Source: an optimization exercise on an open RTL-to-GDS flow (aim: small area, a short achievable clock period and few clock cycles per item). Production flows keep margins and buffers that such runs may drop.
In this exercise RTL edits were held to simulation tests only and were not proved equivalent to the original.
No activity file was given, so power comes from the tool's default toggle rates.

[design/flow/config.mk]
export PLATFORM = sky130hd
export DESIGN_NAME = div_avalon
export DESIGN_NICKNAME = div_avalon
export VERILOG_FILES = /design/flow/design.v
export SDC_FILE = /design/flow/constraint.sdc
export NUM_CORES = 4
export LEC_CHECK = 0
export CAP_MARGIN = 20
export CORE_MARGIN = 2
export CORE_UTILIZATION = 40
export SETUP_SLACK_MARGIN = 1.8
export SLEW_MARGIN = 20
[design/flow/design.v]
module div
	#(
		parameter W=32
	 )
	(
		input wire clk, reset, str_trg,
		input wire [W-1:0] dvsr, dvnd,
		input wire [5:0] cd, ca,
		output wire ready,
		output reg done_trg,
		output wire [W-1:0] quo, rmd
	);
	reg        busy_reg;
	reg [4:0]  n_reg;
	reg [W-1:0] r_reg, q_reg, d_reg;
	wire       dz = cd[5];
	wire [5:0] p  = cd - ca;
	wire       imm = dz | (ca > cd);
	reg [W-1:0] G, P, Gn, Pn;
	integer i, s;
	always @*
	begin
		G = r_reg & ~d_reg;
		P = r_reg ^ ~d_reg;
		G[0] = G[0] | P[0];
		P[0] = 1'b0;
		for (s = 1; s < W; s = s * 2)
		begin
			Gn = G; Pn = P;
			for (i = 0; i < W; i = i + 1)
				if (i & s)
				begin
					Gn[i] = G[i] | (P[i] & G[(i & ~(s-1)) - 1]);
					Pn[i] = P[i] & P[(i & ~(s-1)) - 1];
				end
			G = Gn; P = Pn;
		end
	end
	wire [W-1:0] diff = r_reg ^ ~d_reg ^ {G[W-2:0], 1'b1};
	wire       ge = G[W-1];
	wire       last = (n_reg == 0);
	always @(posedge clk, posedge reset)
		if (reset)
			busy_reg <= 1'b0;
		else if (str_trg)
			busy_reg <= ~imm;
		else if (last)
			busy_reg <= 1'b0;
	always @(posedge clk)
	begin
		if (str_trg)
		begin
			n_reg <= p[4:0];
			d_reg <= dvsr << p[4:0];
		end
		else
		begin
			n_reg <= n_reg - 1'b1;
			d_reg <= d_reg >> 1;
		end
		if (str_trg)
			r_reg <= dvnd;
		else if (busy_reg & ge)
			r_reg <= diff;
		if (str_trg)
			q_reg <= {W{dz}};
		else if (busy_reg)
			q_reg <= {q_reg[W-2:0], ge};
	end
	always @*
		done_trg = str_trg ? imm : (busy_reg & last);
	assign ready = ~busy_reg;
	assign quo = q_reg;
	assign rmd = r_reg;
endmodule
module div_avalon
	#(
		parameter W     = 32,
				  CBIT  = 6
	 )
	(
		input wire clk, reset,
		input wire [2:0] div_address,
		input wire div_chipselect,
		input wire div_write,
		input wire [W-1:0] div_writedata,
		output wire [W-1:0] div_readdata,
		output wire div_irq,
		output wire div_rdy
	);
	wire div_start, div_ready, set_done_trg, clr_done_trg;
	reg [W-1:0] dvnd_reg, dvsr_reg;
	reg [5:0] ca_reg, cd_reg;
	reg done_trg_reg;
	wire [W-1:0] quo, rmd;
	wire wr_en, wr_dvnd, wr_dvsr;
	reg [5:0] wclz;
	integer i;
	always @*
	begin
		wclz = 6'd32;
		for (i = 0; i < W; i = i + 1)
			if (div_writedata[i]) wclz = 6'd31 - i[5:0];
	end
	div #(.W(32)) d1
		 ( .clk(clk), .reset(reset), .str_trg(div_start), .dvsr(dvsr_reg), .dvnd(dvnd_reg),
		   .cd(cd_reg), .ca(ca_reg),
		   .ready(div_ready), .done_trg(set_done_trg), .quo(quo), .rmd(rmd));
	always @(posedge clk)
	begin
		if (wr_dvnd)
		begin
			dvnd_reg <= div_writedata;
			ca_reg <= wclz;
		end
		if (wr_dvsr)
		begin
			dvsr_reg <= div_writedata;
			cd_reg <= wclz;
		end
	end
	always @(posedge clk, posedge reset)
		if (reset)
			done_trg_reg <= 1'b0;
		else if (set_done_trg)
			done_trg_reg <= 1'b1;
		else if (clr_done_trg)
			done_trg_reg <= 1'b0;
	assign wr_en = div_write & div_chipselect;
	assign wr_dvnd = (div_address == 3'h0) & wr_en;
	assign wr_dvsr = (div_address == 3'h1) & wr_en;
	assign div_start = (div_address == 3'h2) & wr_en & div_ready;
	assign clr_done_trg = (div_address == 3'h6) & wr_en;
	assign div_readdata = (div_address == 3'h3) ? quo :
						  (div_address == 3'h4) ? rmd :
						  {31'b0, (div_address == 3'h5) ? div_ready : done_trg_reg};
	assign div_rdy = div_ready;
	assign div_irq = done_trg_reg;
endmodule
[design/flow/run.sh]
#!/bin/bash
# synth_recipe.tcl (not shown) runs the flow's synth.tcl, then flattens the netlist and writes it again
# the make line also repeats each setting of config.mk as NAME=value (left out here)
make -C /OpenROAD-flow-scripts/flow DESIGN_CONFIG=/design/flow/config.mk WORK_HOME=/design/flow/orfs CLKGATE_MAP_FILE= SYNTH_SCRIPT=/design/flow/synth_recipe.tcl finish
[design/flow/constraint.sdc]
create_clock -name core_clock -period 5.0 [get_ports {clk}]
set_input_delay 1.0000 -clock core_clock [delete_from_list [all_inputs] [get_ports {clk}]]
set_output_delay 1.0000 -clock core_clock [all_outputs]
set_load 0.01 [all_outputs]
==> PnR_summary.wiki, run 1 <==
{| class="wikitable"
! Metric !! Value
|-
| Outcome || timing/DRC/antenna clean
|-
| Adder-cell share of the synthesized area || 6.684%
|-
| Final-report max-slew violation count || 0
|-
| Peak Freq || 301.6 MHz
|-
| Worst path top cell family by delay || compound AO/OA/AOI/OAI gates
|-
| Share of the clock period used by the worst path || 66.32%
|-
| Post-route antenna net violation count || 0
|-
| Cell at the root of the clock tree || clkbuf_16
|-
| Cell area after synthesis || 9847 sq um
|-
| Post-Syn Nets || 988
|-
| Crit path buf inv count || 3
|-
| Cell total after placement || 1264
|-
| Sequential cell area || 4995 sq um
|-
| Kind of critical path || reg -> reg
|-
| Static power due to leakage || 4.708 nW
|-
| Source-to-sink clock delay at the later pin of the worst-skew pair || 430 ps
|-
| FP Rows || 57
|-
| Portion of netlist area occupied by mux cells || 8.030%
|-
| Setup-failing EPs final || 0
|-
| Via count of the first global-routing pass || 6884
|-
| Minimum clock period after layout || 3316 ps
|-
| Number of I/O port buffers || 72
|-
| DIE AREA || 25890 sq um
|-
| Ports || 73
|-
| Count of hold-fix buffers inserted at cts || 0
|-
| Y dimension of the die || 160.9 microns
|-
| Largest net degree at the start of global routing || 91
|-
| Fraction of layout instances using a drive strength above 1 || 12.85%
|-
| Slowest stage cell, crit path || a311o_2
|-
| Proportion of synthesized chip area in sequential cells || 50.72%
|-
| Num Clock Sinks || 179
|-
| Post-detailed-placement half-perimeter wirelength || 17.42 mm
|-
| CTS tree || done
|-
| Power per standard cell area || 319.0 nW/um^2
|-
| Final GP Congestion || 0.8372
|-
| Kind of capture point of the worst setup path || register
|-
| Wire length of the first global-routing pass || 37.91 mm
|-
| Worst slew pin tran || 680.7 ps
|-
| Crit Path Max Fanout || 6
|-
| Final non-filler cell total || 1320
|-
| Detailed Route Iter0 Violations || 534
|-
| Count of different cell masters after synthesis || 63
|-
| Fin Clk Skew || 12.27 ps
|-
| Number of flops mapped to enable cells by yosys || 140
|-
| Compound-Gate Fraction of Synth Area || 18.20%
|-
| Area overhead of the layout relative to synthesis || 21.59%
|-
| GR Overflow Total || 0
|-
| Internal reg-to-reg setup slack || 1680 ps
|-
| Fin nets || 1071
|-
| Normalized max-slew margin || 54.45%
|-
| Largest family of logic cells by synthesized area || compound AO/OA/AOI/OAI gates
|-
| Routed wire per std cell || 18.77 microns
|-
| Number of hold violations in the final report || 0
|-
| Synthesis warning total || 2
|-
| Worst R2R Start || d1.r_reg[3]
|-
| Multi-input gate area in the final layout || 4626 sq um
|-
| Die width || 160.9 microns
|-
| CP startpoint kind || register
|-
| Total wire length after detailed routing || 24.77 mm
|-
| Share of synthesized flip-flops with an asynchronous set or reset || 1.117%
|-
| Critical path startpoint || d1.r_reg[3]
|-
| Max-cap violations || 0
|-
| Vias after detailed routing || 7123
|-
| XOR/XNOR Fraction of Synth Area || 2.757%
|-
| Clk buf depth || 2
|-
| Most used flip-flop cell after synthesis || edfxtp_1
|-
| Number of H-tree branching levels || 4
|-
| Total global-route track usage || 19.06%
|-
| Core Box Area || 24250 sq um
|-
| DR pass1 iterations || 7
|-
| Sequence of cells on the critical path || ha_1 > o21ai_2 > a21oi_4 > o41a_4 > a311o_2 > buf_6 > a21oi_4 > a311oi_2 > nand4_1 > and3b_2 > a21boi_4 > buf_4 > clkbuf_16
|-
| Summed negative setup slack over all endpoints || 0 ps
|-
| Inserted Clock Buffers || 17
|-
| CP most frequent cell || a21oi_4
|-
| Worst hold start || d1.d_reg[7]
|-
| Diode insertion count for antenna repair || 0
|-
| Type of the tightest min-delay check || reg -> reg
|-
| Syn_area_per_cell || 10.94 sq um
|-
| Mapped Cells || 900
|-
| Vias per cell || 5.396
|-
| Residual DRC count || 0
|-
| RSZ-0062 raised after global routing || yes
|-
| Initial antenna violation count || 0
|-
| Critical path data required time || 5200 ps
|-
| Share of synthesized cell area in and, or, nand and nor gates || 9.098%
|-
| Starting utilization of the core area || 40.61%
|-
| Post-CTS clock slew at the launch and capture registers of the worst setup and hold paths || 70 ps
|-
| Filler cell count || 2207
|-
| Register bit total from synthesis || 179
|-
| Crit path largest cell delay || 470 ps
|-
| Worst voltage drop across the vdd grid || 0.1815 mV
|-
| Worst path arrival time || 3510 ps
|}
==> tightest hold or removal path, delay by kind of cell, from the launching register on <==
family	cells	cell delay [ps]
AOI/OAI and AO/OA	1	50
and+or+nand+nor	1	50
DFF	1	330
==> path summary, 6_finish.rpt <==
check,endpoint,cells past startpoint
worst max register to register,d1.r_reg[8],13
worst min register to register,d1.d_reg[6],2
worst min-delay path,d1.d_reg[6],2
max in group asynchronous,done_trg_reg,2
min in group asynchronous,d1.busy_reg,2
worst max-delay path,d1.r_reg[8],13
==> synth_stat cells (all sizes together), types with 5 or more instances <==
master | instances | area (sq um)
xor2 | 12 | 105.1
a22o | 32 | 280.3
a31oi | 5 | 31.28
clkbuf | 37 | 158.9
a21oi | 56 | 291.5
nor2b | 11 | 68.82
nand2b | 6 | 37.54
fa | 6 | 120.1
nand3 | 10 | 50.05
nor2 | 57 | 214.0
o21ai | 60 | 300.3
nor3 | 10 | 50.05
edfxtp | 140 | 4204
inv | 66 | 247.7
o22ai | 5 | 31.28
buf | 9 | 37.53
dfxtp | 37 | 740.7
xnor2 | 19 | 166.4
mux2i | 52 | 520.5
o31ai | 9 | 67.56
nor4 | 8 | 50.05
mux4 | 10 | 225.2
a21o | 41 | 310.3
ha | 43 | 538.0
a211oi | 30 | 225.2
nand2 | 73 | 276.5
==> timing repair <==
item,4_1_cts,5_1_grt
resized for setup,64,34
buffers inserted,9,11
cloned,1,3
pin swaps,3,18
endpoints found under the setup margin,70,88
==> stage by stage <==
stage          area (sq um)  hold slack (ps)  worst slack, ps  util, %  total power [mW]
2_1_floorplan          9916            425.1             1691        -             2.254
3_3_place_gp          11000            440.8            972.6    45.36             2.438
3_5_place_dp          11000            451.2            928.4    45.36             2.454
4_1_cts               11690            469.0             1693    48.20             3.798
5_1_grt               11970            477.1             1541    49.38             3.983
6_report              11970            459.8             1684    49.38             3.820
==> cells in the final DEF (no fill, tap or decap), drive strengths merged, types with 4 or more instances in the layout <==
cell           netlist  layout
a211oi              30      30
a21o                41      41
a21oi               56      56
a22o                32      32
a22oi                4       4
a31oi                5       5
and2                 4       4
buf                  9      37
clkbuf              37      25
clkdlybuf4s15        0       8
clkdlybuf4s50        0      37
clkinv               0       6
dfxtp               37      37
dlygate4sd2          0      24
edfxtp             140     140
fa                   6       6
ha                  43      43
inv                 66      66
mux2                 4       4
mux2i               52      52
mux4                10      10
nand2               73      73
nand2b               6       6
nand3               10      10
nor2                57      57
nor2b               11      11
nor3                10      10
nor4                 8       8
o211ai               4       4
o21ai               60      60
o21bai               4       4
o22ai                5       5
o31ai                9       9
xnor2               19      19
xor2                12      12
==> where the power goes <==
| group | switching [mW] | total, mW | internal [mW] |
|---|---|---|---|
| Clock | 0.555 | 1.34 | 0.782 |
| Combinational | 0.389 | 0.737 | 0.348 |
| Sequential | 0.0419 | 1.75 | 1.70 |
| Total | 0.986 | 3.82 | 2.83 |
==> cell type report <==
type	count	share of cell area [%]
Clock buffer	21	3.679
Clock inverter	11	1.160
Inverter	66	2.069
Multi-Input combinational cell	609	38.64
Sequential cell	179	41.72
Tap cell	324	3.386
Timing Repair Buffer	110	9.353
==> cell families (layout without fill, tap and decap cells) <==
logic type               Yosys count  count (layout)
AO/OA/AOI/OAI                    267             267
XOR/XNOR                          31              31
adder cells (fa/ha/maj)           49              49
buffers and inverters            112             208
flip-flops                       179             179
multiplexers                      66              66
AND/OR/NAND/NOR                  196             196
==> routing by layer <==
metal | vias up | GRT usage (%) | share of wire [%]
met5 | - | 0 | 0
met4 | 0 | 6.169 | 1.9
met3 | 25 | 2.867 | 4.1
met2 | 178 | 29.22 | 45
met1 | 3434 | 27.82 | 49
li1 | 3486 | - | -
Testbench counts, summed over its fixed seeds: cycles 24,255, items 2,048.
==> run 2, diff against run 1 <==
--- a/design/flow/config.mk
+++ b/design/flow/config.mk
@@ -8,5 +8,6 @@
 export CAP_MARGIN = 20
 export CORE_MARGIN = 2
-export CORE_UTILIZATION = 40
+export CORE_UTILIZATION = 60
+export CTS_BUF_LIST = sky130_fd_sc_hd__clkbuf_4 sky130_fd_sc_hd__clkbuf_8
 export SETUP_SLACK_MARGIN = 1.8
 export SLEW_MARGIN = 20
==> run 2 against run 1 <==
Power down 10%. Sequential cell count did not move. Via count rose by 4.9%. Final area fell by 2.5%. Final cell count shrank 7.6%. Count of clock-buffer cells in the layout shrank 3. Synthesized cell count did not move. Non-clock buffer count up 8. Maximum frequency rose by 0.76%. Critical path depth grew 1. Clock skew is 6.6 ps higher. Sequential share of layout area grew 1.1 points. Critical path type unchanged. Highest routed layer unchanged.
==> PnR_summary.wiki, run 2 <==
{| class="wikitable"
! Metric !! Value
|-
| Outcome || timing/DRC/antenna clean
|-
| Metal-1 WL || 10.75 mm (-12%)
|-
| Number of flops mapped to enable cells by yosys || 140 (unchanged)
|-
| Count of different cell masters after synthesis || 63 (unchanged)
|-
| Most frequent standard cell in the layout excluding fill and tap cells || edfxtp_1
|-
| Routed wire per std cell || 20.15 microns (+7.4%)
|-
| Post-detailed-placement half-perimeter wirelength || 17.41 mm (about the same)
|-
| Top sig layer || met4
|-
| Setup-failing EPs final || 0 (unchanged)
|-
| Vias after detailed routing || 7471 (+4.9%)
|-
| Post-synth top area share || 42.69% (unchanged)
|-
| Y dimension of the die || 132.1 microns (-18%)
|-
| Worst reg2reg endpoint || d1.r_reg[14]
|-
| Number of hold violations in the final report || 0 (unchanged)
|-
| Ports || 73 (unchanged)
|-
| Post-route worst hold slack || 472.0 ps (+12.23 ps)
|-
| Number of cells on the worst hold path || 2 (unchanged)
|-
| Residual DRC count || 0 (unchanged)
|-
| Worst reg-to-reg path cell count || 14 (+1)
|-
| Count of hold-fix buffers inserted at cts || 0 (unchanged)
|-
| Largest net degree at the start of global routing || 65 (-29%)
|-
| Starting utilization of the core area || 61.76% (+21 points)
|-
| Share of synthesized flip-flops with an asynchronous set or reset || 1.117% (unchanged)
|-
| CP startpoint kind || register
|-
| Inserted Clock Buffers || 17 (unchanged)
|-
| Clk buf depth || 2 (unchanged)
|-
| Num Clock Sinks || 179 (unchanged)
|-
| Synthesis warning total || 2 (unchanged)
|-
| Worst R2R Start || d1.r_reg[0]
|-
| Leading cell types by count after synthesis || 140 x edfxtp_1, 72 x nand2_1, 66 x inv_1, 59 x o21ai_0, 57 x nor2_1
|-
| Wire length of the first global-routing pass || 37.69 mm (-0.58%)
|-
| CTS tree || done
|-
| Total global-route track usage || 28.05% (+9.0 points)
|-
| Total wire length after detailed routing || 24.58 mm (-0.78%)
|-
| Share of the clock period used by the worst path || 65.82% (-0.50 points)
|-
| Internal reg-to-reg setup slack || 1710 ps (+20 ps)
|-
| Met2 Wirelength || 11.49 mm (+3.2%)
|-
| Worst hold start || d1.d_reg[5]
|-
| Worst slew pin tran || 664.9 ps (-15.80 ps)
|-
| Worst path arrival time || 3490 ps (-20 ps)
|-
| Source-to-sink clock delay at the later pin of the worst-skew pair || 490 ps (+60 ps)
|-
| Worst voltage drop across the vdd grid || 0.2079 mV (+15%)
|-
| Final-report max-slew violation count || 0 (unchanged)
|-
| Initial antenna violation count || 0 (unchanged)
|-
| Mapped Cells || 900 (unchanged)
|-
| Most numerous cell in the Yosys netlist || edfxtp_1
|-
| GR Overflow Total || 0 (unchanged)
|-
| Max-cap violations || 0 (unchanged)
|-
| Filler cell count || 1122 (-49%)
|-
| Critical path data required time || 5200 ps (about the same)
|-
| Cell at the root of the clock tree || clkbuf_8
|-
| Die width || 132.1 microns (-18%)
|-
| Syn_area_per_cell || 10.94 sq um (unchanged)
|-
| Fin Clk Skew || 18.85 ps (+6.583 ps)
|-
| DR pass1 iterations || 8 (+1)
|-
| Peak Freq || 303.9 MHz (+0.76%)
|-
| Number of H-tree branching levels || 4 (unchanged)
|-
| Static power due to leakage || 4.738 nW (+0.63%)
|-
| DIE AREA || 17450 sq um (-33%)
|-
| Fin nets || 1079 (+0.75%)
|-
| Post-route antenna net violation count || 0 (unchanged)
|-
| Proportion of synthesized chip area in sequential cells || 50.72% (unchanged)
|-
| Kind of capture point of the worst setup path || register
|-
| Detailed Route Iter0 Violations || 593 (+11%)
|-
| Minimum clock period after layout || 3291 ps (-24.87 ps)
|-
| Fraction of layout instances using a drive strength above 1 || 14.34% (+1.5 points)
|-
| Cell area after synthesis || 9847 sq um (unchanged)
|-
| Leading cell types by total area after synthesis || edfxtp_1 43%, dfxtp_1 7.5%, ha_1 5.5%
|-
| Sum of met3 wire segment lengths after detailed routing || 1.589 mm (+55%)
|-
| Via count of the first global-routing pass || 7065 (+2.6%)
|-
| Cell taking the most area after synthesis || edfxtp_1
|-
| Most used cells in the layout excluding fill and tap cells || 140 x edfxtp_1, 72 x nand2_1, 65 x inv_1
|-
| Crit Path Max Fanout || 6 (unchanged)
|-
| Vias per cell || 6.124 (+13%)
|-
| Register bit total from synthesis || 179 (unchanged)
|-
| Area overhead of the layout relative to synthesis || 18.56%
|-
| Core Box Area || 15940 sq um (-34%)
|-
| Power per standard cell area || 294.3 nW/um^2 (-7.7%)
|-
| Final GP Congestion || 0.9102 (+8.7%)
|-
| Number of I/O port buffers || 72 (unchanged)
|-
| Diode insertion count for antenna repair || 0 (unchanged)
|-
| Most used flip-flop cell after synthesis || edfxtp_1
|-
| RSZ-0062 raised after global routing || yes
|-
| Summed negative setup slack over all endpoints || 0 ps (unchanged)
|-
| Post-CTS clock slew at the launch and capture registers of the worst setup and hold paths || 90 ps (+20 ps)
|-
| FP Rows || 46 (-19%)
|-
| Hold worst-path end || d1.d_reg[4]
|-
| Type of the tightest min-delay check || reg -> reg
|-
| Kind of critical path || reg -> reg
|-
| Post-Syn Nets || 988 (unchanged)
|-
| Normalized max-slew margin || 55.68% (+1.2 points)
|}
==> run 2: cell counts after synthesis <==
Identical to the previous run, type by type.
==> run 2: worst max path at each step <==
| stage | from | to | cells past startpoint |
|---|---|---|---|
| 2_1_floorplan | d1.r_reg[0] | d1.r_reg[0] | 12 |
| 3_3_place_gp | div_address[2] | div_readdata[0] | 6 |
| 3_5_place_dp | div_address[2] | div_readdata[0] | 6 |
| 4_1_cts | div_address[1] | div_readdata[26] | 6 |
| 5_1_grt | d1.r_reg[0] | d1.r_reg[12] | 14 |
| 6_report | d1.r_reg[0] | d1.r_reg[14] | 14 |
==> run 2: critical path, stage by stage (launching register included) <==
cell and delay (ps):
edfxtp_1 350, inv_1 50, ha_2 170, fa_2 340, nand2b_4 160, a21oi_4 130
o41a_4 160, a311o_2 240, a21oi_4 90, a311oi_2 310, nand4_1 160, and3b_2 290
a21boi_4 230, buf_6 160, clkbuf_16 160
==> run 2: kinds of logic after synthesis <==
group           Yosys count  share of synthesized area [%]
compound gates          267                          18.20
xor+xnor                 31                          2.757
fa+ha+maj                49                          6.684
buf+inv                 112                          4.511
flops                   179                          50.72
mux                      66                          8.031
simple gates            196                          9.098
==> run 2: cell type report <==
type                       instances  area, sq um  share of cell area, %
tap                              216        270.3                  2.315
multi-input combinational        609         4623                  39.60
sequential                       179         4995                  42.78
inverter                          66        247.7                  2.122
clock buffer                      18        241.5                  2.068
timing repair buffer             118         1167                  9.999
clock inverter                    14        130.1                  1.115
==> run 2: metrics by stage <==
stage	total power, mW	worst slack, ps	instances	utilization [%]	instance area (sq um)
final	3.436	1709	1220	73.23	11670
after global routing	3.584	1632	1220	73.23	11670
after CTS	3.412	1647	1209	72.10	11490
after detailed placement	2.462	889.5	1158	68.14	10860
after global placement	2.426	924.9	1158	68.14	10860
after floorplan	2.254	1691	900	-	9916
==> run 2: repair_timing <==
action,CTS,global route
buffers inserted,15,9
setup endpoints to repair,86,63
pin swaps,6,7
cloned,4,2
resized for setup,71,25
==> run 2: routing by layer <==
metal | up-vias | track usage [%]
met2 | 313 | 44.62
met5 | - | 0
met4 | 0 | 11.23
met3 | 51 | 4.268
li1 | 3501 | -
met1 | 3606 | 38.97
==> run 2: power by group <==
| part | total [mW] | internal, mW | leakage (nW) | switching (mW) |
|---|---|---|---|---|
| combinational | 0.745 | 0.343 | 2.97 | 0.402 |
| sequential | 1.75 | 1.70 | 1.58 | 0.0465 |
| clock | 0.943 | 0.404 | 0.187 | 0.539 |
==> run 3, diff against run 2 <==
--- a/design/flow/config.mk
+++ b/design/flow/config.mk
@@ -8,6 +8,6 @@
 export CAP_MARGIN = 20
 export CORE_MARGIN = 2
-export CORE_UTILIZATION = 60
+export CORE_UTILIZATION = 70
 export CTS_BUF_LIST = sky130_fd_sc_hd__clkbuf_4 sky130_fd_sc_hd__clkbuf_8
-export SETUP_SLACK_MARGIN = 1.8
+export SETUP_SLACK_MARGIN = 2.0
 export SLEW_MARGIN = 20
==> run 3 against run 2 <==
Sequential share of layout area down 1.4 points. Wire length up 22%. Synthesized cell count unchanged. Critical path type unchanged.
==> PnR_summary.wiki, run 3 <==
{| class="wikitable"
! Metric !! Value
|-
| DIE AREA || 15030 sq um (-14%)
|-
| Largest net degree at the start of global routing || 65 (unchanged)
|-
| Most numerous cell in the Yosys netlist || edfxtp_1
|-
| Wire length of the first global-routing pass || 42.00 mm (+11%)
|-
| Max-cap violations || 0 (unchanged)
|-
| Fraction of layout instances using a drive strength above 1 || 22.91% (+8.6 points)
|-
| Worst reg-to-reg path cell count || 14 (unchanged)
|-
| Outcome || timing/DRC/antenna clean
|-
| Area overhead of the layout relative to synthesis || 22.52%
|-
| Crit path largest cell delay || 370 ps (+20 ps)
|-
| CP most frequent cell || a21oi_4
|-
| Kind of critical path || reg -> reg
|-
| Slowest stage cell, crit path || edfxtp_1
|-
| Type of the tightest min-delay check || reg -> reg
|-
| Min setup slack post-route || 1639 ps (-70.02 ps)
|-
| Num Clock Sinks || 179 (unchanged)
|-
| Cell area after synthesis || 9847 sq um (unchanged)
|-
| Minimum clock period after layout || 3361 ps (+70.02 ps)
|-
| Fin nets || 1092 (+1.2%)
|-
| Post-route worst hold slack || 456.0 ps (-15.97 ps)
|-
| Post-synth top area share || 42.69% (unchanged)
|-
| Final GP Congestion || 0.9244 (+1.6%)
|-
| Static power due to leakage || 4.729 nW (-0.18%)
|-
| Cell at the root of the clock tree || clkbuf_8
|-
| Worst slew pin tran || 662.9 ps (-1.929 ps)
|-
| Register bit total from synthesis || 179 (unchanged)
|-
| Inserted Clock Buffers || 17 (unchanged)
|-
| Number of cells on the worst hold path || 2 (unchanged)
|-
| Worst path arrival time || 3580 ps (+90 ps)
|-
| Sequential cell area || 4995 sq um (unchanged)
|-
| Count of different cell masters after synthesis || 63 (unchanged)
|-
| Routed wire per std cell || 25.08 microns (+24%)
|-
| Clk buf depth || 2 (unchanged)
|-
| Y dimension of the die || 122.6 microns (-7.2%)
|-
| Leading cell types by total area after synthesis || edfxtp_1 43%, dfxtp_1 7.5%, ha_1 5.5%
|-
| Vias after detailed routing || 8403 (+12%)
|-
| Summed negative setup slack over all endpoints || 0 ps (unchanged)
|-
| Combinational group share of total power || 24.1% (+2.4 points)
|-
| Part of the power in the clock network || 27.2% (-0.2 points)
|-
| Core Box Area || 13830 sq um (-13%)
|-
| Via count of the first global-routing pass || 7619 (+7.8%)
|-
| Kind of capture point of the worst setup path || register
|-
| CTS tree || done
|-
| Fin Clk Skew || 18.05 ps (-0.8044 ps)
|-
| Share of synthesized flip-flops with an asynchronous set or reset || 1.117% (unchanged)
|-
| Worst voltage drop across the vdd grid || 0.2518 mV (+21%)
|-
| Number of H-tree branching levels || 4 (unchanged)
|-
| Proportion of synthesized chip area in sequential cells || 50.72% (unchanged)
|-
| Diode insertion count for antenna repair || 0 (unchanged)
|-
| Most frequent standard cell in the layout excluding fill and tap cells || edfxtp_1
|-
| Crit Path Max Fanout || 8 (+2)
|-
| Source-to-sink clock delay at the later pin of the worst-skew pair || 500 ps (about the same)
|-
| Total global-route track usage || 37.82% (+9.8 points)
|-
| Post-route antenna net violation count || 0 (unchanged)
|-
| Cell taking the most area after synthesis || edfxtp_1
|-
| Mapped Cells || 900 (unchanged)
|-
| Number of flops mapped to enable cells by yosys || 140 (unchanged)
|-
| Overall power of the completed layout || 3.594 mW (+4.6%)
|-
| Post-layout instance area || 12060 sq um (+3.3%)
|-
| Sw Ratio || 30.77% (+2.0 points)
|-
| Filler cell count || 603 (-46%)
|-
| Cell total after placement || 1122 (-3.1%)
|-
| Internal cell power || 2.488 mW (+1.6%)
|-
| Multi-input gate area in the final layout || 4898 sq um (+6.0%)
|-
| Detailed Route Iter0 Violations || 1207 (+100%)
|-
| RSZ-0062 raised after global routing || yes
|-
| Post-CTS clock slew at the launch and capture registers of the worst setup and hold paths || 110 ps (+20 ps)
|-
| Leading cell types by count after synthesis || 140 x edfxtp_1, 72 x nand2_1, 66 x inv_1, 59 x o21ai_0, 57 x nor2_1
|-
| Number of hold violations in the final report || 0 (unchanged)
|-
| Most used flip-flop cell after synthesis || edfxtp_1
|-
| Final non-filler cell total || 1197 (-1.9%)
|-
| Sequence of cells on the critical path || inv_1 > ha_2 > fa_2 > nand2b_4 > a21oi_4 > o41a_4 > a311o_2 > a21oi_4 > a311oi_2 > nand4_1 > and3b_2 > a21boi_4 > buf_4 > clkbuf_16
|-
| Power per standard cell area || 297.9 nW/um^2 (+1.2%)
|-
| Total wire length after detailed routing || 30.03 mm (+22%)
|-
| Switching component of the power || 1.106 mW (+12%)
|-
| Post-Place Setup Slack || 901.4 ps (+11.85 ps)
|-
| DR pass1 iterations || 8 (unchanged)
|-
| Final core utilization || 87.25% (+14 points)
|-
| Post-Syn Nets || 988 (unchanged)
|-
| FP Rows || 43 (-6.5%)
|-
| Synthesis warning total || 2 (unchanged)
|-
| GR Overflow Total || 0 (unchanged)
|-
| Vias per cell || 7.020 (+15%)
|-
| DP Area || 10820 sq um (-0.39%)
|-
| Peak Freq || 297.5 MHz (-2.1%)
|-
| Post-detailed-placement half-perimeter wirelength || 17.68 mm (+1.6%)
|-
| Most used cells in the layout excluding fill and tap cells || 140 x edfxtp_1, 70 x nand2_1, 63 x inv_1
|-
| Die width || 122.6 microns (-7.2%)
|-
| Normalized max-slew margin || 55.80% (+0.13 points)
|-
| Starting utilization of the core area || 71.22% (+9.5 points)
|-
| Residual DRC count || 0 (unchanged)
|-
| CP startpoint kind || register
|-
| Number of I/O port buffers || 72 (unchanged)
|-
| Share of the clock period used by the worst path || 67.22% (+1.4 points)
|-
| Ports || 73 (unchanged)
|-
| Setup-failing EPs final || 0 (unchanged)
|-
| Critical path data required time || 5220 ps (+20 ps)
|-
| Sequential power share || 48.7% (-2.2 points)
|-
| Syn_area_per_cell || 10.94 sq um (unchanged)
|-
| Initial antenna violation count || 0 (unchanged)
|-
| Final-report max-slew violation count || 0 (unchanged)
|}
## run 3: cell types whose count changed in the layout (fill, tap and decap cells not counted), sizes merged, moves of 3 or more
cell / previous run / this run
buf: 46 / 91
clkinv: 8 / 5
dlymetal6s2s: 7 / 0
dlygate4sd2: 24 / 0
## run 3: path summary, 6_finish.rpt
check / from / endpoint / slack (ps)
worst max-delay path: d1.r_reg[0] / d1.r_reg[28] / 1640
max in group asynchronous: reset / done_trg_reg / 4160
worst max register to register: d1.r_reg[0] / d1.r_reg[28] / 1640
worst min register to register: d1.d_reg[6] / d1.d_reg[5] / 460
worst min-delay path: d1.d_reg[6] / d1.d_reg[5] / 460
min in group asynchronous: reset / d1.busy_reg / 720
## run 3: layout make-up
type,count,area share (%)
inverter,66,2.074
multi-input combinational,609,40.60
timing repair buffer,131,10.87
tap,180,1.867
clock buffer,17,1.939
clock inverter,15,1.245
sequential,179,41.40
## run 3: per-layer routing
metal  up-vias  routed length, microns  track usage (%)
li1       3552                       -                -
met1      4010                   10730            48.34
met2       668                   14430            61.91
met3       173                    3331            10.27
met4         0                    1537            14.51
met5         -                       0                0
## run 3: critical path, delay by kind of cell, from the launching register on
kind	cells	cell delay, ps
AOI/OAI and AO/OA	6	1100
and+or+nand+nor	3	640
adders and majority gates	2	520
buffers and inverters	3	440
DFF	1	370
## run 3: power by group through the flow
| stage | Sequential (mW) | Combinational [mW] | Clock [mW] |
|---|---|---|---|
| after floorplan | 1.77 | 0.490 | 0 |
| after global placement | 1.77 | 0.642 | 0 |
| after detailed placement | 1.78 | 0.685 | 0 |
| after CTS | 1.74 | 0.755 | 0.963 |
| after global routing | 1.76 | 0.921 | 1.02 |
| final | 1.75 | 0.867 | 0.977 |
## run 3: logic make-up after synthesis
group,count (synthesis),synth area share [%]
compound gates,267,18.20
simple gates,196,9.098
mux,66,8.031
fa+ha+maj,49,6.684
flops,179,50.72
xor+xnor,31,2.757
buf+inv,112,4.511
## run 3: repair_timing
action | 4_1_cts | 5_1_grt
setup endpoints to repair | 107 | 109
setup buffers | 27 | 8
pin swaps | 16 | 44
hold buffers | 0 | 0
gates resized for setup | 217 | 66
endpoints found under the hold margin | 0 | 0
gates cloned | 5 | 3
==> run 4, diff against run 3 <==
==> design/flow/flow/run.sh (new file) <==
#!/bin/bash
# Standard layout, with the port buffers made from buf_2 cells instead of
# the slow delay-buffer cells buffer_ports picks on its own.
set -euo pipefail
export BUFFER_PORTS_ARGS="-buffer_cell sky130_fd_sc_hd__buf_2"
bash standard.sh > standard.log 2>&1
==> design/flow/standard.sh (new file) <==
#!/bin/bash
# synth_recipe.tcl (not shown) runs the flow's synth.tcl, then flattens the netlist and writes it again
# the make line also repeats each setting of config.mk as NAME=value (left out here)
make -C /OpenROAD-flow-scripts/flow DESIGN_CONFIG=/design/flow/config.mk WORK_HOME=/design/flow/orfs CLKGATE_MAP_FILE= SYNTH_SCRIPT=/design/flow/synth_recipe.tcl "${@:-finish}"
--- a/design/flow/config.mk
+++ b/design/flow/config.mk
@@ -8,6 +8,6 @@
 export CAP_MARGIN = 20
 export CORE_MARGIN = 2
-export CORE_UTILIZATION = 70
+export CORE_UTILIZATION = 60
 export CTS_BUF_LIST = sky130_fd_sc_hd__clkbuf_4 sky130_fd_sc_hd__clkbuf_8
-export SETUP_SLACK_MARGIN = 2.0
+export SETUP_SLACK_MARGIN = 1.8
 export SLEW_MARGIN = 20
removed: design/flow/run.sh
==> run 4 against run 3 <==
Still clean. Die area increased by 16%. Sequential power about the same. Final cell count grew 1.4%. Utilization down 16 points. Count of clock-buffer cells in the layout up 2. Maximum frequency increased by 1.9%. Power shrank 0.28%. Critical path depth increased by 1. Critical endpoint is now d1.r_reg[6].
==> PnR_summary.wiki, run 4 <==
{| class="wikitable"
! Metric !! Value
|-
| Total global-route track usage || 28.30% (-9.5 points)
|-
| Number of I/O port buffers || 72 (unchanged)
|-
| Initial antenna violation count || 0 (unchanged)
|-
| Worst reg-to-reg path cell count || 15 (+1)
|-
| Via count of the first global-routing pass || 7103 (-6.8%)
|-
| Most numerous cell in the Yosys netlist || edfxtp_1
|-
| Share of synthesized cell area in and, or, nand and nor gates || 9.098% (unchanged)
|-
| Count of hold-fix buffers inserted at cts || 0 (unchanged)
|-
| Power per standard cell area || 316.4 nW/um^2 (+6.2%)
|-
| Cell at the root of the clock tree || clkbuf_8
|-
| Worst slew pin tran || 748.1 ps (+85.17 ps)
|-
| Clk buf depth || 2 (unchanged)
|-
| Post-CTS clock slew at the launch and capture registers of the worst setup and hold paths || 90 ps (-20 ps)
|-
| Internal reg-to-reg setup slack || 1700 ps (+60 ps)
|-
| Compound-Gate Fraction of Synth Area || 18.20% (unchanged)
|-
| Kind of critical path || reg -> reg
|-
| CP startpoint kind || register
|-
| Critical path data required time || 5180 ps (-40 ps)
|-
| Final GP Congestion || 0.9316 (+0.78%)
|-
| Sequence of cells on the critical path || inv_2 > ha_4 > fa_2 > nand2b_4 > a21oi_4 > o41a_4 > a311o_2 > buf_6 > a21oi_2 > a311oi_2 > nand4_1 > and3b_2 > a21boi_4 > buf_12 > buf_8
|-
| Share of the clock period used by the worst path || 65.94% (-1.3 points)
|-
| Fraction of layout instances using a drive strength above 1 || 20.14% (-2.8 points)
|-
| Die width || 132.1 microns (+7.7%)
|-
| Filler cell count || 1202 (+99%)
|-
| Most frequent standard cell in the layout excluding fill and tap cells || edfxtp_1
|-
| Number of hold violations in the final report || 0 (unchanged)
|-
| Post-detailed-placement half-perimeter wirelength || 17.84 mm (+0.93%)
|-
| Vias after detailed routing || 7494 (-11%)
|-
| Register bit total from synthesis || 179 (unchanged)
|-
| Worst voltage drop across the vdd grid || 0.2229 mV (-11%)
|-
| Mapped Cells || 900 (unchanged)
|-
| CTS tree || done
|-
| Type of the tightest min-delay check || in -> async
|-
| Post-route antenna net violation count || 0 (unchanged)
|-
| Worst R2R Start || d1.r_reg[0]
|-
| Largest net degree at the start of global routing || 65 (unchanged)
|-
| Max-cap violations || 0 (unchanged)
|-
| Outcome || timing/DRC/antenna clean
|-
| Largest family of logic cells by synthesized area || compound AO/OA/AOI/OAI gates
|-
| Count of different cell masters after synthesis || 63 (unchanged)
|-
| Number of flops mapped to enable cells by yosys || 140 (unchanged)
|-
| Leading cell types by total area after synthesis || edfxtp_1 43%, dfxtp_1 7.5%, ha_1 5.5%
|-
| XOR/XNOR Fraction of Synth Area || 2.757% (unchanged)
|-
| Starting utilization of the core area || 61.76% (-9.5 points)
|-
| Adder-cell share of the synthesized area || 6.684% (unchanged)
|-
| Crit path largest cell delay || 370 ps (about the same)
|-
| Cell area after synthesis || 9847 sq um (unchanged)
|-
| Detailed Route Iter0 Violations || 793 (-34%)
|-
| Normalized max-slew margin || 49.95% (-5.9 points)
|-
| DP Area || 10500 sq um (-3.0%)
|-
| Diode insertion count for antenna repair || 0 (unchanged)
|-
| Post-synth top area share || 42.69% (unchanged)
|-
| Share of synthesized flip-flops with an asynchronous set or reset || 1.117% (unchanged)
|-
| DIE AREA || 17450 sq um (+16%)
|-
| Minimum clock period after layout || 3297 ps (-63.94 ps)
|-
| Crit Path Max Fanout || 6 (-2)
|-
| Final core utilization || 71.03% (-16 points)
|-
| Fin Clk Skew || 12.71 ps (-5.334 ps)
|-
| Fin nets || 1073 (-1.7%)
|-
| Most used flip-flop cell after synthesis || edfxtp_1
|-
| Static power due to leakage || 4.576 nW (-3.2%)
|-
| Summed negative setup slack over all endpoints || 0 ps (unchanged)
|-
| Residual DRC count || 0 (unchanged)
|-
| Wire length of the first global-routing pass || 38.18 mm (-9.1%)
|-
| Synthesis warning total || 2 (unchanged)
|-
| Source-to-sink clock delay at the later pin of the worst-skew pair || 460 ps (-40 ps)
|-
| Slowest stage cell, crit path || edfxtp_1
|-
| Number of H-tree branching levels || 4 (unchanged)
|-
| Peak Freq || 303.3 MHz (+1.9%)
|-
| Sequential power share || 48.7% (about the same)
|-
| Sw Ratio || 27.62% (-3.2 points)
|-
| Total wire length after detailed routing || 24.85 mm (-17%)
|-
| Area overhead of the layout relative to synthesis || 15.01%
|-
| RSZ-0062 raised after global routing || yes
|-
| Worst reg2reg endpoint || d1.r_reg[6]
|-
| Most used cells in the layout excluding fill and tap cells || 140 x edfxtp_1, 72 x nand2_1, 72 x buf_2
|-
| Portion of netlist area occupied by mux cells || 8.030% (unchanged)
|-
| Internal cell power || 2.594 mW (+4.3%)
|-
| FP Rows || 46 (+7.0%)
|-
| Y dimension of the die || 132.1 microns (+7.7%)
|-
| Num Clock Sinks || 179 (unchanged)
|-
| Worst path arrival time || 3480 ps (-100 ps)
|-
| Part of the power in the clock network || 31.1% (+3.9 points)
|-
| Post-layout instance area || 11320 sq um (-6.1%)
|-
| Leading cell types by count after synthesis || 140 x edfxtp_1, 72 x nand2_1, 66 x inv_1, 59 x o21ai_0, 57 x nor2_1
|-
| Cell taking the most area after synthesis || edfxtp_1
|-
| Final-report max-slew violation count || 0 (unchanged)
|-
| Post-Syn Nets || 988 (unchanged)
|-
| Setup-failing EPs final || 0 (unchanged)
|-
| Inserted Clock Buffers || 17 (unchanged)
|-
| Ports || 73 (unchanged)
|-
| Routed wire per std cell || 20.47 microns (-18%)
|-
| Vias per cell || 6.173 (-12%)
|-
| Core Box Area || 15940 sq um (+15%)
|-
| Proportion of synthesized chip area in sequential cells || 50.72% (unchanged)
|-
| Switching component of the power || 989.7 uW (-10%)
|-
| Combinational group share of total power || 20.2% (-3.9 points)
|-
| Syn_area_per_cell || 10.94 sq um (unchanged)
|-
| GR Overflow Total || 0 (unchanged)
|-
| Kind of capture point of the worst setup path || register
|-
| DR pass1 iterations || 7 (-1)
|}
## run 4: how the worst max path moves through the flow
stage,start,to,slack [ps],cells past startpoint
after global routing,d1.r_reg[0],d1.r_reg[6],1610,15
after global placement,d1.r_reg[0],d1.r_reg[0],1290,13
after CTS,d1.r_reg[0],d1.r_reg[6],1750,15
final,d1.r_reg[0],d1.r_reg[6],1700,15
after floorplan,d1.r_reg[0],d1.r_reg[0],1690,12
after detailed placement,d1.r_reg[0],d1.r_reg[1],1200,13
## run 4: layout make-up
type / instances / area, sq um / area share (%)
Sequential cell: 179 / 4995 / 44.11
Multi-Input combinational cell: 610 / 4639 / 40.97
Timing Repair Buffer: 111 / 723.2 / 6.386
Tap cell: 216 / 270.3 / 2.386
Clock buffer: 19 / 249.0 / 2.199
Inverter: 66 / 247.7 / 2.188
Clock inverter: 13 / 200.2 / 1.768
## run 4: stage by stage
stage,total power [mW],hold WS (ps),setup WS (ps),instances
3_5_place_dp,2.431,443.6,1198,1157
3_3_place_gp,2.406,445.8,1288,1157
4_1_cts,3.554,343.2,1746,1205
2_1_floorplan,2.254,425.1,1691,900
6_report,3.583,373.2,1703,1214
5_1_grt,3.742,359.5,1611,1214
## run 4: layer usage
metal	up-vias	part of all wire, %	GRT usage [%]
met2	277	47	44.68
met4	0	1.5	7.186
met5	-	0	0
li1	3500	-	-
met1	3691	45	41.05
met3	26	6.8	4.806
## run 4: cell families after synthesis
kind of cell,count (synthesis)
multiplexers,66
flip-flops,179
adder cells (fa/ha/maj),49
AO/OA/AOI/OAI,267
buffers and inverters,112
XOR/XNOR,31
AND/OR/NAND/NOR,196
## run 4: power by group through the flow
stage          logic (mW)  clock network, mW  registers [mW]
5_1_grt             0.799               1.19            1.75
6_report            0.725               1.11            1.74
2_1_floorplan       0.489                  0            1.77
4_1_cts             0.682               1.13            1.74
3_3_place_gp        0.631                  0            1.77
3_5_place_dp        0.653                  0            1.78
## run 4: what timing repair did
action	in CTS	in global routing
cloned	2	0
buffers inserted	14	9
pin swaps	8	7
setup endpoints to repair	56	56
resized for setup	11	20
## run 4: critical path, delay by kind of cell (launching register included)
kind / cells / cell delay (ps)
AOI/OAI and AO/OA: 6 / 1130
adders and majority gates: 2 / 480
buffers and inverters: 4 / 430
DFF: 1 / 370
and+or+nand+nor: 3 / 590
==> run 5, diff against run 4 <==
--- a/design/flow/config.mk
+++ b/design/flow/config.mk
@@ -10,4 +10,5 @@
 export CORE_UTILIZATION = 60
 export CTS_BUF_LIST = sky130_fd_sc_hd__clkbuf_4 sky130_fd_sc_hd__clkbuf_8
+export GPL_TIMING_DRIVEN = 1
 export SETUP_SLACK_MARGIN = 1.8
 export SLEW_MARGIN = 20
==> run 5 against run 4 <==
Still clean on timing, DRC and antenna. Setup slack is the same. Non-clock buffer count is the same. Clock skew is the same. Combinational power is essentially flat. Clock power is essentially flat.
==> PnR_summary.wiki, run 5 <==
{| class="wikitable"
! Metric !! Value
|-
| Outcome || timing/DRC/antenna clean
|-
| Post-layout instance area || 11320 sq um (unchanged)
|-
| Detailed Route Iter0 Violations || 793 (unchanged)
|-
| Core Box Area || 15940 sq um (unchanged)
|-
| Count of hold-fix buffers inserted at cts || 0 (unchanged)
|-
| Register bit total from synthesis || 179 (unchanged)
|-
| Final-report max-slew violation count || 0 (unchanged)
|-
| Residual DRC count || 0 (unchanged)
|-
| Fin Clk Skew || 12.71 ps (unchanged)
|-
| Overall power of the completed layout || 3.583 mW (unchanged)
|-
| RSZ-0062 raised after global routing || yes
|-
| DR pass1 iterations || 7 (unchanged)
|-
| Via count of the first global-routing pass || 7103 (unchanged)
|-
| Fraction of layout instances using a drive strength above 1 || 20.14% (unchanged)
|-
| Diode insertion count for antenna repair || 0 (unchanged)
|-
| Cell at the root of the clock tree || clkbuf_8
|-
| Post-detailed-placement half-perimeter wirelength || 17.84 mm (unchanged)
|-
| Post-synth top area share || 42.69% (unchanged)
|-
| Most frequent standard cell in the layout excluding fill and tap cells || edfxtp_1
|-
| Most numerous cell in the Yosys netlist || edfxtp_1
|-
| Inserted Clock Buffers || 17 (unchanged)
|-
| Number of I/O port buffers || 72 (unchanged)
|-
| Initial antenna violation count || 0 (unchanged)
|-
| Normalized max-slew margin || 49.95% (unchanged)
|-
| Post-Syn Nets || 988 (unchanged)
|-
| Number of flops mapped to enable cells by yosys || 140 (unchanged)
|-
| Sequence of cells on the critical path || inv_2 > ha_4 > fa_2 > nand2b_4 > a21oi_4 > o41a_4 > a311o_2 > buf_6 > a21oi_2 > a311oi_2 > nand4_1 > and3b_2 > a21boi_4 > buf_12 > buf_8
|-
| Total wire length after detailed routing || 24.85 mm (unchanged)
|-
| Mapped Cells || 900 (unchanged)
|-
| Max-cap violations || 0 (unchanged)
|-
| Worst voltage drop across the vdd grid || 0.2229 mV (unchanged)
|-
| Wire length of the first global-routing pass || 38.18 mm (unchanged)
|-
| Cell area after synthesis || 9847 sq um (unchanged)
|-
| Share of the clock period used by the worst path || 65.94% (unchanged)
|-
| FP Rows || 46 (unchanged)
|-
| Worst path arrival time || 3480 ps (about the same)
|-
| Type of the tightest min-delay check || in -> async
|-
| GR Overflow Total || 0 (unchanged)
|-
| DP Area || 10500 sq um (unchanged)
|-
| Crit path largest cell delay || 370 ps (about the same)
|-
| Most used flip-flop cell after synthesis || edfxtp_1
|-
| Cell taking the most area after synthesis || edfxtp_1
|-
| Number of H-tree branching levels || 4 (unchanged)
|-
| Routed wire per std cell || 20.47 microns (unchanged)
|-
| Area overhead of the layout relative to synthesis || 15.01% (unchanged)
|-
| Minimum clock period after layout || 3297 ps (unchanged)
|-
| Die width || 132.1 microns (unchanged)
|-
| CTS tree || done
|-
| Worst slew pin tran || 748.1 ps (unchanged)
|-
| Number of hold violations in the final report || 0 (unchanged)
|-
| Clk buf depth || 2 (unchanged)
|-
| Post-route worst hold slack || 373.2 ps (unchanged)
|-
| Crit Path Max Fanout || 6 (unchanged)
|-
| Vias after detailed routing || 7494 (unchanged)
|-
| Final GP Congestion || 0.9316 (unchanged)
|-
| Total global-route track usage || 28.30% (unchanged)
|-
| Largest net degree at the start of global routing || 65 (unchanged)
|-
| Most used cells in the layout excluding fill and tap cells || 140 x edfxtp_1, 72 x nand2_1, 72 x buf_2
|-
| Kind of capture point of the worst setup path || register
|-
| Power per standard cell area || 316.4 nW/um^2 (unchanged)
|-
| Num Clock Sinks || 179 (unchanged)
|-
| Post-CTS clock slew at the launch and capture registers of the worst setup and hold paths || 90 ps (about the same)
|-
| Setup-failing EPs final || 0 (unchanged)
|-
| Static power due to leakage || 4.576 nW (unchanged)
|-
| Peak Freq || 303.3 MHz (unchanged)
|-
| Kind of critical path || reg -> reg
|-
| Share of synthesized flip-flops with an asynchronous set or reset || 1.117% (unchanged)
|-
| Leading cell types by total area after synthesis || edfxtp_1 43%, dfxtp_1 7.5%, ha_1 5.5%
|-
| Syn_area_per_cell || 10.94 sq um (unchanged)
|-
| Slowest stage cell, crit path || edfxtp_1
|-
| Starting utilization of the core area || 61.76% (unchanged)
|-
| CP startpoint kind || register
|-
| Critical path data required time || 5180 ps (about the same)
|-
| Summed negative setup slack over all endpoints || 0 ps (unchanged)
|-
| DIE AREA || 17450 sq um (unchanged)
|-
| Ports || 73 (unchanged)
|-
| Fin nets || 1073 (unchanged)
|-
| Y dimension of the die || 132.1 microns (unchanged)
|-
| Proportion of synthesized chip area in sequential cells || 50.72% (unchanged)
|-
| Vias per cell || 6.173 (unchanged)
|-
| Count of different cell masters after synthesis || 63 (unchanged)
|-
| Leading cell types by count after synthesis || 140 x edfxtp_1, 72 x nand2_1, 66 x inv_1, 59 x o21ai_0, 57 x nor2_1
|-
| Source-to-sink clock delay at the later pin of the worst-skew pair || 460 ps (about the same)
|-
| Post-route antenna net violation count || 0 (unchanged)
|-
| Synthesis warning total || 2 (unchanged)
|}
[run 5: kinds of logic (layout without fill, tap and decap cells)]
family	after synthesis	count (layout)	synth area share, %
DFF	179	179	50.72
adders and majority gates	49	49	6.684
xor gates and xnor gates	31	31	2.757
AOI/OAI and AO/OA	267	268	18.20
muxes	66	66	8.031
buffers and inverters	112	209	4.511
and+or+nand+nor	196	196	9.098
[run 5: worst max-delay path: cells and delay by family (launching register included)]
family | cells | cell delay [ps]
compound gates | 6 | 1130
flops | 1 | 370
fa+ha+maj | 2 | 480
simple gates | 3 | 590
buf+inv | 4 | 430
[run 5: layout make-up]
cell class / instances / area [sq um]
flip-flops and latches: 179 / 4995
multi-input cells: 610 / 4639
fillers: 1202 / 4618
repair buffers: 111 / 723.2
well taps: 216 / 270.3
clock buffers: 19 / 249.0
inverters: 66 / 247.7
clock inverters: 13 / 200.2
[run 5: layer usage]
| metal | global-route usage, % | routed length [microns] | up-vias |
|---|---|---|---|
| met5 | 0 | 0 | - |
| met4 | 7.186 | 363 | 0 |
| met3 | 4.806 | 1678 | 26 |
| met2 | 44.68 | 11680 | 277 |
| met1 | 41.05 | 11130 | 3691 |
| li1 | - | - | 3500 |
[run 5: timing repair]
action	4_1_cts	5_1_grt
resized for setup	11	20
pin swaps	8	7
gates cloned	2	0
endpoints found under the setup margin	56	56
setup buffers	14	9
[run 5: metrics by stage]
| stage | setup WS [ps] | utilization (%) | std cells |
|---|---|---|---|
| 2_1_floorplan | 1691 | - | 900 |
| 3_3_place_gp | 1288 | 65.84 | 1157 |
| 3_5_place_dp | 1198 | 65.84 | 1157 |
| 4_1_cts | 1746 | 70.01 | 1205 |
| 5_1_grt | 1611 | 71.03 | 1214 |
| 6_report | 1703 | 71.03 | 1214 |
[run 5: worst paths after layout]
check | to | slack, ps | startpoint | depth (start not counted)
worst max-delay path | d1.r_reg[6] | 1700 | d1.r_reg[0] | 15
worst min-delay path | done_trg_reg | 370 | reset | 2
worst max register to register | d1.r_reg[6] | 1700 | d1.r_reg[0] | 15
worst min register to register | d1.d_reg[5] | 470 | d1.d_reg[6] | 2
max in group asynchronous | d1.busy_reg | 4520 | reset | 2
min in group core_clock | d1.d_reg[5] | 470 | d1.d_reg[6] | 2
[run 5: power breakdown]
part	internal [mW]	switching, mW	total, mW
logic	0.323	0.402	0.725
registers	1.70	0.0432	1.74
clock network	0.569	0.545	1.11
==> run 6, diff against run 5 <==
--- a/design/flow/config.mk
+++ b/design/flow/config.mk
@@ -10,5 +10,4 @@
 export CORE_UTILIZATION = 60
 export CTS_BUF_LIST = sky130_fd_sc_hd__clkbuf_4 sky130_fd_sc_hd__clkbuf_8
-export GPL_TIMING_DRIVEN = 1
-export SETUP_SLACK_MARGIN = 1.8
+export SETUP_SLACK_MARGIN = 2.0
 export SLEW_MARGIN = 20
==> run 6 against run 5 <==
Synthesized cell count unchanged. Non-clock buffer count up 18. Sequential power about the same. Utilization up 1.7 points. Die area unchanged. Clock power down about 20%. Power down 4.6%. Sequential cell count unchanged. Critical endpoint is now d1.r_reg[1]. Highest routed layer unchanged.
==> PnR_summary.wiki, run 6 <==
{| class="wikitable"
! Metric !! Value
|-
| Vias after detailed routing || 7651 (+2.1%)
|-
| Cell at the root of the clock tree || clkbuf_8
|-
| Wire length of the first global-routing pass || 39.68 mm (+3.9%)
|-
| GR Overflow Total || 0 (unchanged)
|-
| Sw Ratio || 29.27% (+1.7 points)
|-
| Type of the tightest min-delay check || in -> async
|-
| Internal cell power || 2.417 mW (-6.8%)
|-
| Starting utilization of the core area || 61.76% (unchanged)
|-
| Syn_area_per_cell || 10.94 sq um (unchanged)
|-
| Initial antenna violation count || 0 (unchanged)
|-
| Post-synth top area share || 42.69% (unchanged)
|-
| Y dimension of the die || 132.1 microns (unchanged)
|-
| Diode insertion count for antenna repair || 0 (unchanged)
|-
| Inserted Clock Buffers || 17 (unchanged)
|-
| Power per standard cell area || 294.9 nW/um^2 (-6.8%)
|-
| Worst slew pin tran || 713.8 ps (-34.32 ps)
|-
| Proportion of synthesized chip area in sequential cells || 50.72% (unchanged)
|-
| Post-Syn Nets || 988 (unchanged)
|-
| Source-to-sink clock delay at the later pin of the worst-skew pair || 470 ps (about the same)
|-
| Fraction of layout instances using a drive strength above 1 || 22.74% (+2.6 points)
|-
| Routed wire per std cell || 20.93 microns (+2.3%)
|-
| Most frequent standard cell in the layout excluding fill and tap cells || edfxtp_1
|-
| Kind of critical path || reg -> reg
|-
| Final GP Congestion || 0.9415 (+1.1%)
|-
| Post-layout instance area || 11590 sq um (+2.3%)
|-
| Crit Path Max Fanout || 12 (+6)
|-
| Total wire length after detailed routing || 25.79 mm (+3.8%)
|-
| Combinational group share of total power || 22.9% (+2.7 points)
|-
| Die width || 132.1 microns (unchanged)
|-
| Number of hold violations in the final report || 0 (unchanged)
|-
| Final-report max-slew violation count || 0 (unchanged)
|-
| Fin nets || 1091 (+1.7%)
|-
| Clk buf depth || 2 (unchanged)
|-
| Fin Clk Skew || 14.85 ps (+2.138 ps)
|-
| Critical path startpoint || d1.r_reg[0]
|-
| Setup-failing EPs final || 0 (unchanged)
|-
| Static power due to leakage || 4.665 nW (+2.0%)
|-
| Vias per cell || 6.210 (+0.60%)
|-
| Peak Freq || 312.3 MHz (+3.0%)
|-
| Most used cells in the layout excluding fill and tap cells || 140 x edfxtp_1, 70 x nand2_1, 69 x buf_2
|-
| Most numerous cell in the Yosys netlist || edfxtp_1
|-
| Synthesis warning total || 2 (unchanged)
|-
| Residual DRC count || 0 (unchanged)
|-
| Largest net degree at the start of global routing || 65 (unchanged)
|-
| Critical path data required time || 5180 ps (about the same)
|-
| Leading cell types by count after synthesis || 140 x edfxtp_1, 72 x nand2_1, 66 x inv_1, 59 x o21ai_0, 57 x nor2_1
|-
| RSZ-0062 raised after global routing || yes
|-
| Cell taking the most area after synthesis || edfxtp_1
|-
| Share of the clock period used by the worst path || 64.05% (-1.9 points)
|-
| Min setup slack post-route || 1798 ps (+94.67 ps)
|-
| DR pass1 iterations || 5 (-2)
|-
| Count of different cell masters after synthesis || 63 (unchanged)
|-
| Number of flops mapped to enable cells by yosys || 140 (unchanged)
|-
| Total global-route track usage || 29.44% (+1.1 points)
|-
| Num Clock Sinks || 179 (unchanged)
|-
| Post-CTS clock slew at the launch and capture registers of the worst setup and hold paths || 90 ps (about the same)
|-
| Cell area after synthesis || 9847 sq um (unchanged)
|-
| Core Box Area || 15940 sq um (unchanged)
|-
| CTS tree || done
|-
| Kind of capture point of the worst setup path || register
|-
| Number of I/O port buffers || 72 (unchanged)
|-
| Post-detailed-placement half-perimeter wirelength || 17.95 mm (+0.58%)
|-
| Via count of the first global-routing pass || 7326 (+3.1%)
|-
| Post-route antenna net violation count || 0 (unchanged)
|-
| Area overhead of the layout relative to synthesis || 17.69%
|-
| Part of the power in the clock network || 26.1% (-5.0 points)
|-
| Max-cap violations || 0 (unchanged)
|-
| Detailed Route Iter0 Violations || 621 (-22%)
|-
| Post-Place Setup Slack || 1220 ps (+21.63 ps)
|-
| DIE AREA || 17450 sq um (unchanged)
|-
| Internal reg-to-reg setup slack || 1800 ps (+90 ps)
|-
| Switching component of the power || 1.000 mW (+1.1%)
|-
| Mapped Cells || 900 (unchanged)
|-
| Minimum clock period after layout || 3202 ps (-94.67 ps)
|-
| Share of synthesized flip-flops with an asynchronous set or reset || 1.117% (unchanged)
|-
| Summed negative setup slack over all endpoints || 0 ps (unchanged)
|-
| CP startpoint kind || register
|-
| Outcome || timing/DRC/antenna clean
|-
| Worst reg-to-reg path cell count || 14 (-1)
|-
| Sequential power share || 51.0% (+2.3 points)
|-
| Worst voltage drop across the vdd grid || 0.3403 mV (+53%)
|-
| Register bit total from synthesis || 179 (unchanged)
|-
| Final core utilization || 72.69% (+1.7 points)
|-
| Normalized max-slew margin || 52.25% (+2.3 points)
|-
| Most used flip-flop cell after synthesis || edfxtp_1
|-
| Leading cell types by total area after synthesis || edfxtp_1 43%, dfxtp_1 7.5%, ha_1 5.5%
|-
| Ports || 73 (unchanged)
|-
| Worst R2R Start || d1.r_reg[0]
|-
| Worst reg2reg endpoint || d1.r_reg[1]
|-
| FP Rows || 46 (unchanged)
|-
| Worst path arrival time || 3390 ps (-90 ps)
|-
| Count of hold-fix buffers inserted at cts || 0 (unchanged)
|-
| Post-route worst hold slack || 369.6 ps (-3.579 ps)
|-
| DP Area || 10500 sq um (about the same)
|-
| Number of H-tree branching levels || 4 (unchanged)
|}
[run 6: cell counts after synthesis]
Identical to the previous run, type by type.
[run 6: routing by layer]
| layer | up-vias | part of all wire [%] | global-route usage, % |
|---|---|---|---|
| li1 | 3532 | - | - |
| met1 | 3758 | 44 | 42.17 |
| met2 | 310 | 47 | 45.72 |
| met3 | 51 | 6.7 | 5.729 |
| met4 | 0 | 2.6 | 9.239 |
| met5 | - | 0 | 0 |
[run 6: how the worst max path moves through the flow]
| stage | to | cells past startpoint |
|---|---|---|
| 3_3_place_gp | d1.r_reg[0] | 12 |
| 6_report | d1.r_reg[1] | 14 |
| 2_1_floorplan | d1.r_reg[0] | 12 |
| 5_1_grt | d1.r_reg[19] | 12 |
| 3_5_place_dp | d1.r_reg[2] | 12 |
| 4_1_cts | d1.r_reg[24] | 14 |
[run 6: stage by stage]
stage / total power [mW] / std cells
6_report: 3.417 / 1232
2_1_floorplan: 2.255 / 900
3_5_place_dp: 2.437 / 1157
3_3_place_gp: 2.407 / 1157
5_1_grt: 3.577 / 1232
4_1_cts: 3.359 / 1212
[run 6: logic make-up (layout without fill, tap and decap cells)]
family	after synthesis	count (layout)	synth area share, %
adder cells (fa/ha/maj)	49	49	6.684
multiplexers	66	66	8.031
AND/OR/NAND/NOR	196	196	9.098
buffers and inverters	112	227	4.511
AO/OA/AOI/OAI	267	268	18.20
XOR/XNOR	31	31	2.757
flip-flops	179	179	50.72
[run 6: power by group through the flow]
stage	logic [mW]	clock network, mW	registers, mW
6_report	0.783	0.892	1.74
2_1_floorplan	0.490	0	1.77
4_1_cts	0.712	0.905	1.74
5_1_grt	0.858	0.968	1.75
3_5_place_dp	0.661	0	1.78
3_3_place_gp	0.633	0	1.77
[run 6: area by class of cell]
cell class	count	area (sq um)
flip-flops and latches	179	4995
multi-input cells	610	4710
fillers	1127	4354
repair buffers	129	1017
well taps	216	270.3
clock buffers	19	249.0
inverters	66	247.7
clock inverters	13	100.1
[run 6: critical path: stages (launching register included)]
cell	delay, ps
edfxtp_1	350
inv_1	50
ha_2	160
fa_2	350
nand2b_4	170
a21oi_4	140
o41a_4	150
a311o_2	220
a21oi_2	90
a311oi_2	320
nand4_1	150
and3b_2	290
buf_6	130
a21boi_4	170
buf_12	170
[run 6: repair_timing]
action                                  CTS  global route
resized for setup                        37            37
gates cloned                              5             2
setup buffers                            18            18
endpoints found under the setup margin   99            98
pin swaps                                13            24
==> run 7, diff against run 6 <==
--- a/design/flow/config.mk
+++ b/design/flow/config.mk
@@ -10,4 +10,4 @@
 export CORE_UTILIZATION = 60
 export CTS_BUF_LIST = sky130_fd_sc_hd__clkbuf_4 sky130_fd_sc_hd__clkbuf_8
-export SETUP_SLACK_MARGIN = 2.0
+export SETUP_SLACK_MARGIN = 1.4
 export SLEW_MARGIN = 20
==> run 7 against run 6 <==
Via count fell by 5.4%. Non-clock buffer count fell by 42. Sequential power barely moved. Critical endpoint is now d1.d_reg[29]. Clock power rose by 8.5%. Utilization fell by 4.5 points. Largest power group unchanged. Global-route usage fell by 1.9 points. Final area fell by 6.2%. Worst hold slack improved by 6.6 ps.
==> PnR_summary.wiki, run 7 <==
{| class="wikitable"
! Metric !! Value
|-
| Clk buf depth || 2 (unchanged)
|-
| Share of synthesized flip-flops with an asynchronous set or reset || 1.117% (unchanged)
|-
| GR Overflow Total || 0 (unchanged)
|-
| Synthesis warning total || 2 (unchanged)
|-
| Most numerous cell in the Yosys netlist || edfxtp_1
|-
| Share of the clock period used by the worst path || 69.71% (+5.7 points)
|-
| DP Area || 10460 sq um (-0.33%)
|-
| Syn_area_per_cell || 10.94 sq um (unchanged)
|-
| Final-report max-slew violation count || 0 (unchanged)
|-
| Kind of capture point of the worst setup path || register
|-
| Most used flip-flop cell after synthesis || edfxtp_1
|-
| Setup-failing EPs final || 0 (unchanged)
|-
| Num Clock Sinks || 179 (unchanged)
|-
| Kind of critical path || reg -> reg
|-
| Normalized max-slew margin || 34.25% (-18 points)
|-
| Register bit total from synthesis || 179 (unchanged)
|-
| Proportion of synthesized chip area in sequential cells || 50.72% (unchanged)
|-
| Cell total after placement || 1156 (-0.086%)
|-
| Routed wire per std cell || 19.92 microns (-4.8%)
|-
| Residual DRC count || 0 (unchanged)
|-
| Y dimension of the die || 132.1 microns (unchanged)
|-
| Number of hold violations in the final report || 0 (unchanged)
|-
| Die width || 132.1 microns (unchanged)
|-
| Outcome || timing/DRC/antenna clean
|-
| Summed negative setup slack over all endpoints || 0 ps (unchanged)
|-
| Via count of the first global-routing pass || 6832 (-6.7%)
|-
| Wire length of the first global-routing pass || 37.32 mm (-5.9%)
|-
| Static power due to leakage || 4.373 nW (-6.3%)
|-
| Count of hold-fix buffers inserted at cts || 0 (unchanged)
|-
| Cell at the root of the clock tree || clkbuf_8
|-
| Total global-route track usage || 27.53% (-1.9 points)
|-
| Total wire length after detailed routing || 23.69 mm (-8.2%)
|-
| Starting utilization of the core area || 61.76% (unchanged)
|-
| Peak Freq || 286.9 MHz (-8.1%)
|-
| Ports || 73 (unchanged)
|-
| Mapped Cells || 900 (unchanged)
|-
| Most frequent standard cell in the layout excluding fill and tap cells || edfxtp_1
|-
| Count of different cell masters after synthesis || 63 (unchanged)
|-
| CP startpoint kind || register
|-
| Most used cells in the layout excluding fill and tap cells || 140 x edfxtp_1, 72 x nand2_1, 72 x buf_2
|-
| RSZ-0062 raised after global routing || yes
|-
| Max-cap violations || 0 (unchanged)
|-
| Post-Syn Nets || 988 (unchanged)
|-
| Final non-filler cell total || 1189 (-3.5%)
|-
| Largest net degree at the start of global routing || 65 (unchanged)
|-
| Post-layout instance area || 10870 sq um (-6.2%)
|-
| Cell taking the most area after synthesis || edfxtp_1
|-
| DR pass1 iterations || 5 (unchanged)
|-
| Post-route worst hold slack || 376.2 ps (+6.584 ps)
|-
| DIE AREA || 17450 sq um (unchanged)
|-
| Leading cell types by total area after synthesis || edfxtp_1 43%, dfxtp_1 7.5%, ha_1 5.5%
|-
| Leading cell types by count after synthesis || 140 x edfxtp_1, 72 x nand2_1, 66 x inv_1, 59 x o21ai_0, 57 x nor2_1
|-
| Inserted Clock Buffers || 17 (unchanged)
|-
| Detailed Route Iter0 Violations || 707 (+14%)
|-
| Worst slew pin tran || 983.0 ps (+269.2 ps)
|-
| Fin nets || 1048 (-3.9%)
|-
| Vias per cell || 6.090 (-1.9%)
|-
| Initial antenna violation count || 0 (unchanged)
|-
| Type of the tightest min-delay check || in -> async
|-
| Minimum clock period after layout || 3486 ps (+283.2 ps)
|-
| Number of I/O port buffers || 72 (unchanged)
|-
| CTS tree || done
|-
| Crit Path Max Fanout || 48 (+36)
|-
| Post-synth top area share || 42.69% (unchanged)
|-
| Vias after detailed routing || 7241 (-5.4%)
|-
| Diode insertion count for antenna repair || 0 (unchanged)
|-
| Fin Clk Skew || 17.81 ps (+2.961 ps)
|-
| Post-route antenna net violation count || 0 (unchanged)
|-
| Worst voltage drop across the vdd grid || 0.2400 mV (-29%)
|-
| Post-detailed-placement half-perimeter wirelength || 17.84 mm (-0.58%)
|-
| Final GP Congestion || 0.9335 (-0.85%)
|}
run 7: cell counts after synthesis:
Identical to the previous run, type by type.
run 7: area by class of cell:
cell class / count / area (sq um)
tap: 216 / 270.3
inverter: 66 / 247.7
multi-input combinational: 609 / 4497
sequential: 179 / 4995
clock inverter: 14 / 146.4
fill: 1218 / 5069
clock buffer: 18 / 241.5
timing repair buffer: 87 / 476.7
run 7: stage by stage:
stage | power, mW | utilization, % | setup WS, ps
global route | 3.528 | 68.21 | 1344
CTS | 3.376 | 68.14 | 1484
finish | 3.373 | 68.21 | 1514
floorplan | 2.248 | - | 1504
detailed placement | 2.425 | 65.63 | 1149
global placement | 2.402 | 65.63 | 1251
run 7: report_power, final:
part           internal, mW  total [mW]  switching, mW
registers              1.70        1.75         0.0436
clock network         0.417       0.968          0.551
logic                 0.283       0.660          0.376
run 7: worst paths after layout:
check / cells after the start / from / to / slack (ps)
worst max-delay path: 10 / cd_reg[0] / d1.d_reg[29] / 1510
min in group core_clock: 2 / d1.d_reg[7] / d1.d_reg[6] / 480
worst max register to register: 10 / cd_reg[0] / d1.d_reg[29] / 1510
max in group asynchronous: 2 / reset / d1.busy_reg / 4490
worst min register to register: 2 / d1.d_reg[7] / d1.d_reg[6] / 480
worst min-delay path: 2 / reset / done_trg_reg / 380
run 7: kinds of logic (layout without fill, tap and decap cells):
logic type	after synthesis	after routing	share of synthesized area, %
AO/OA/AOI/OAI	267	267	18.20
AND/OR/NAND/NOR	196	196	9.098
flip-flops	179	179	50.72
buffers and inverters	112	185	4.511
multiplexers	66	66	8.031
adder cells (fa/ha/maj)	49	49	6.684
XOR/XNOR	31	31	2.757
run 7: routing by layer:
| layer | track usage (%) | part of all wire, % | vias up |
|---|---|---|---|
| met3 | 4.960 | 6.1 | 22 |
| li1 | - | - | 3449 |
| met2 | 43.37 | 47 | 258 |
| met1 | 40.46 | 46 | 3512 |
| met5 | 0 | 0 | - |
| met4 | 5.495 | 0.79 | 0 |
run 7: critical path, cell delays in order, from the launching register on:
cell      delay, ps
edfxtp_1        410
inv_1            90
ha_1            140
inv_1            60
fa_4           1140
mux4_2          410
a21oi_1         380
mux2_2          260
nor2_1           50
o21ai_0         250
o21ai_0         140
run 7: timing repair:
item,in CTS,in global routing
endpoints found under the setup margin,20,41
setup buffers,1,0
pin swaps,1,1
gates resized for setup,1,3

Check on run 7: ideal ports give 1.514 ns setup slack; a clkbuf_16 on the clock port and buf_2 on the inputs give 1.514 ns; moving port delays by the midpoint clock arrival (0.499 ns) as well gives 1.514 ns.
